This is an optimization exercise on Yosys and OpenROAD, whose aim is small area, not a production implementation. Only simulation tests tie the RTL to the original design; equivalence was not proved. The clock port is modelled as an ideal driver; clocking choices that lean on that would not hold on a real chip. Power and IR drop assume default switching activity.

==> flow/design.v <==
module topmodule(input clk_in,
    input rst,
    input clr,
    input ent,
    input chg,
    output [4:0] led,
    output [3:0] AN,
    input [3:0] sw,
    output [6:0] seven_out
    );
    reg [1:0] nd;    
    reg [1:0] m3;    
    reg       odd;   
    reg [2:0] m5;    
    always @(posedge clk_in or posedge rst)
        if (rst) begin
            m3 <= 2'b00;
            odd <= 1'b0;
            m5 <= 3'b000;
        end else begin
            m3 <= {m3[0], ~(m3[1] | m3[0])};
            odd <= ~odd;
            m5 <= {m5[1:0], ~(m5[2] | m5[1])};
        end
    wire dtick = m3[1] & ~odd;                             
    wire btick = odd & (nd[0] ~^ m3[1]) & m5[2] & ~m5[1];  
    reg [2:0] e_s, c_s, g_s;
    reg e_p, c_p, g_p;
    always @(posedge clk_in or posedge rst)
        if (rst) begin
            e_s <= 3'b000; c_s <= 3'b000; g_s <= 3'b000;
            e_p <= 1'b0; c_p <= 1'b0; g_p <= 1'b0;
        end else if (btick) begin
            e_s <= {e_s[1:0], ent};
            c_s <= {c_s[1:0], clr};
            g_s <= {g_s[1:0], chg};
            e_p <= e_s[1] & ~e_s[2];
            c_p <= c_s[1] & ~c_s[2];
            g_p <= g_s[1] & ~g_s[2];
        end
    reg [3:0] ls;
    reg [1:0] ev;
    localparam [1:0] EV_SAME = 2'b00, EV_NEXT = 2'b01, EV_FIRST = 2'b11, EV_SPEC = 2'b10;
    reg [3:0] sws;        
    reg [15:0] pw;        
    reg match;            
    reg locked;
    wire l_dig = ~ls[3];
    wire l_idle = ls[3] & ls[0];
    wire l_unl = ls[3] & ~ls[1];
    wire s_chk  = l_dig & ~ls[2] & (ls[1:0] == 2'b11) & (ev == EV_NEXT);
    wire s_rest = (l_dig & ~ls[2] & (ls[1:0] == 2'b11) & (ev == EV_SPEC))
                | (l_dig & ls[2] & (ls[1:0] == 2'b11) & (ev == EV_NEXT))
                | (ls[3] & ~ls[0] & (ev == EV_SAME));
    wire s_idle = l_idle & (ev == EV_SAME);
    wire s_dig  = ~s_chk & ~s_rest & ~s_idle;
    wire s_new  = l_dig ? ls[2] : (ev == EV_SPEC);
    wire [1:0] s_idx = (ev == EV_NEXT) ? ls[1:0] + 2'd1 : (ev == EV_FIRST | ev == EV_SPEC | ~l_dig) ? 2'd00 : ls[1:0];
    always @(posedge clk_in or posedge rst)
        if (rst) begin
            ls <= 4'b1111;
            ev <= 2'b00;
        end else if (btick) begin
            if (s_chk)
                ev <= EV_SPEC;
            else begin
                ls <= s_dig ? {2'b00, s_new, s_idx} : s_rest ? {2'b10, locked | l_dig & ls[2], 1'b0} : 4'b1111;
                if (s_dig)
                    ev <= e_p ? EV_NEXT : c_p ? EV_FIRST : EV_SAME;
                else if (s_idle)
                    ev <= (e_p | c_p) ? EV_FIRST : EV_SAME;
                else
                    ev <= e_p ? EV_FIRST : (g_p & ~locked) ? EV_SPEC : EV_SAME;
            end
        end
    always @(posedge clk_in)
        if (btick) begin
            if (!s_chk) sws <= sw;
            if (s_idle | (s_rest & l_dig & ls[2])) locked <= 1'b1;
            if (s_chk) locked <= match ^ locked;
        end
    assign led[4] = 1'b0;
    assign led[3:0] = ls + 4'd1;
    reg [4:0] ch;       
    wire [1:0] pos = ~ls[1:0];           
    wire above = nd > pos;
    wire at    = nd == pos;
    reg [3:0] pwj;
    always @(*)
        case (nd)
            2'd0: pwj = pw[3:0];
            2'd1: pwj = pw[7:4];
            2'd2: pwj = pw[11:8];
            default: pwj = pw[15:12];
        endcase
    reg [4:0] cc;
    always @(*) begin
        if (!ls[3]) begin
            if (at) cc = {1'b0, sws};
            else if (ls[2] & above) cc = {1'b0, pwj};
            else if (above) cc = 5'b10000;       
            else cc = 5'h0A;                      
        end else if (l_unl) begin                  
            case (nd)
                2'd3: cc = 5'h00;
                2'd2: cc = 5'b10001;
                2'd1: cc = 5'h0E;
                default: cc = 5'h0C;
            endcase
        end else begin                            
            case (nd)
                2'd3: cc = 5'h0F;
                2'd2: cc = 5'h0D;
                2'd1: cc = 5'h05;
                default: cc = 5'h0D;
            endcase
        end
    end
    wire entered = ~ls[3] & (ev == EV_NEXT);
    always @(posedge clk_in)
        if (entered & ~ls[2] & at) match <= (match | ls[1:0] == 2'd0) & (sws == pwj);
    wire [3:0] pwd = sws & {4{~l_idle}};
    wire pw_we = l_idle | (entered & ls[2] & at);
    always @(posedge clk_in)
        if (pw_we)
            case (nd)
                2'd0: pw[3:0] <= pwd;
                2'd1: pw[7:4] <= pwd;
                2'd2: pw[11:8] <= pwd;
                default: pw[15:12] <= pwd;
            endcase
    always @(posedge clk_in or posedge rst)
        if (rst) begin
            nd <= 2'd0;
            ch <= 5'h00;
        end else if (dtick) begin
            nd <= nd + 2'd1;
            ch <= cc;
        end
    wire first = l_idle & ~ch[0];
    assign AN[0] = ~(nd == 2'd1 | (nd == 2'd0 & first));
    assign AN[1] = ~(nd == 2'd2);
    assign AN[2] = ~(nd == 2'd3);
    assign AN[3] = ~(~first & nd == 2'd0);
    reg [6:0] seg;
    always @(*)
        if (ch[4])
            seg = ch[0] ? 7'b0011000 : 7'b1111110;
        else
            case (ch[3:0])
                4'h0: seg = 7'b0000001;
                4'h1: seg = 7'b1001111;
                4'h2: seg = 7'b0010010;
                4'h3: seg = 7'b0000110;
                4'h4: seg = 7'b1001100;
                4'h5: seg = 7'b0100100;
                4'h6: seg = 7'b0100000;
                4'h7: seg = 7'b0001111;
                4'h8: seg = 7'b0000000;
                4'h9: seg = 7'b0000100;
                4'hA: seg = 7'b0001000;
                4'hB: seg = 7'b1100000;
                4'hC: seg = 7'b0110001;
                4'hD: seg = 7'b1000010;
                4'hE: seg = 7'b0110000;
                default: seg = 7'b0111000;
            endcase
    assign seven_out = seg;
endmodule
clock: 10.0 ns
lec_check: 0
abc_area: 1
cap_margin: 0
core_margin: 2
core_utilization: 40
gpl_timing_driven: 0
slew_margin: 0
standard.sh (not shown) runs the stock make flow with config.mk's settings and CLKGATE_MAP_FILE= SYNTH_SCRIPT=/design/flow/synth_recipe.tcl, a recipe that flattens the netlist after the stock synthesis.
==> flow/flow/run.sh <==
#!/bin/bash
# Layout flow: the standard synthesis; then the combinational logic is
# mapped again for area with several ABC scripts (flip-flops kept exactly as
# synthesized) and the smallest result is kept; then the standard layout
# with the smallest buffer on the ports and a clock tree without dummy loads
# and with a small root buffer.
set -euo pipefail
W=$(pwd)
F=$W/flow
LIB=$FLOW_HOME/platforms/sky130hd/lib/sky130_fd_sc_hd__tt_025C_1v80.lib
R=$W/orfs/results/sky130hd/topmodule/base

bash standard.sh synth > $W/synth.log 2>&1
cp $R/1_2_yosys.v $W/std_synth.v

DU=$(grep -oE 'cell \("?sky130_fd_sc_hd__(lpflow|probe)[A-Za-z0-9_]*' $LIB | sed -E 's/cell \("?//' | tr '\n' ' ')
# candidate ABC scripts: deepsyn with a fixed number of steps and several
# seeds (deterministic), and a plain one
mkdir -p $W/abc
for i in $(seq 1 32); do
    printf 'strash\n&get -n\n&deepsyn -J 300 -T 100 -S %d\n&put\ndch -f\namap\ntopo\n' $i > $W/abc/s$i.abc
done
printf 'strash\ndch -f\namap\ntopo\n' > $W/abc/s0.abc
for s in $W/abc/s*.abc; do
    n=$(basename $s .abc)
    RS_IN=$W/std_synth.v RS_OUT=$W/resynth_$n.v RS_LIB=$LIB RS_SCRIPT=$s RS_DONTUSE="$DU" \
        yosys -c $F/resynth.tcl > $W/resynth_$n.log 2>&1 &
    [[ $(jobs -r | wc -l) -ge ${NUM_CORES:-4} ]] && wait -n
done
wait
best=""; barea=""
for s in $W/abc/s*.abc; do
    n=$(basename $s .abc)
    a=$(grep "Chip area for top module" $W/resynth_$n.log | awk '{print $NF}')
    echo "$n $a" >> $W/resynth_areas.txt
    if [[ -z "$barea" ]] || awk "BEGIN{exit !($a < $barea)}"; then best=$n; barea=$a; fi
done
echo "best $best $barea" >> $W/resynth_areas.txt
cp $W/resynth_$best.v $R/1_2_yosys.v
for f in $W/resynth_s*.v; do [[ $f == $W/resynth_$best.v ]] || rm -f $f; done
touch $R/1_2_yosys.v

export BUFFER_PORTS_ARGS="-buffer_cell sky130_fd_sc_hd__buf_1"
export CTS_ARGS="$(cat $F/cts_args)"
export POST_CTS_TCL=$F/post_cts.tcl
bash standard.sh finish > $W/layout.log 2>&1
Other scripts of this flow, unchanged in this note and not shown: flow/flow/cts_args, flow/flow/post_cts.tcl, flow/flow/resynth.tcl
The first run went through all stages and came out clean.
Then changed:
--- a/flow/design.v
+++ b/flow/design.v
@@ -96,16 +96,16 @@
     reg [4:0] cc;
     always @(*) begin
         if (!ls[3]) begin
             if (at) cc = {1'b0, sws};
             else if (ls[2] & above) cc = {1'b0, pwj};
-            else if (above) cc = 5'b10000;       
+            else if (above) cc = 5'b10001;       
             else cc = 5'h0A;                      
         end else if (l_unl) begin                  
             case (nd)
                 2'd3: cc = 5'h00;
-                2'd2: cc = 5'b10001;
+                2'd2: cc = 5'b10000;
                 2'd1: cc = 5'h0E;
                 default: cc = 5'h0C;
             endcase
         end else begin                            
             case (nd)
@@ -143,11 +143,11 @@
     assign AN[2] = ~(nd == 2'd3);
     assign AN[3] = ~(~first & nd == 2'd0);
     reg [6:0] seg;
     always @(*)
         if (ch[4])
-            seg = ch[0] ? 7'b0011000 : 7'b1111110;
+            seg = ~ch[0] ? 7'b0011000 : 7'b1111110;
         else
             case (ch[3:0])
                 4'h0: seg = 7'b0000001;
                 4'h1: seg = 7'b1001111;
                 4'h2: seg = 7'b0010010;
Effect: Global-route usage came out higher by 0.25 points. Setup slack is better by 0.32 ns. Total power came out lower slightly. Clock-buffer cell count is unchanged. Die area came out lower slightly. Critical path depth is unchanged. Final area came out lower slightly. Core utilization came out lower by 0.11 points. Via count came out lower by a few percent. Combinational power came out lower by a few percent.

## afterwards: timing with drivers on the ports
No port has a modelled driver above. Below, the same layouts with a new extraction and two added sets of constraints.
Step 1, drivers: a clkbuf_16 drives clk_in and a buf_2 each remaining input, both assumed.
Step 2 moves the port delays by t, midway between the first and last clock arrival at a register: inputs arrive t later, outputs are due t later. That takes back most of the time a late clock gives input paths.
a / b / c = ideal ports / drivers / drivers and shift; a / b = the first two.
run | shift t [ns] | setup WS [ns] | latest minus earliest clock arrival (ns) | worst data-port slew with drivers (ns)
the first run | 0.404 | 5.769 / 5.741 / 6.145 | 0.027 / 0.028 | 0.03
the second run | 0.409 | 6.092 / 6.067 / 6.477 | 0.014 / 0.013 | 0.04
After both steps every run listed still meets setup and hold.
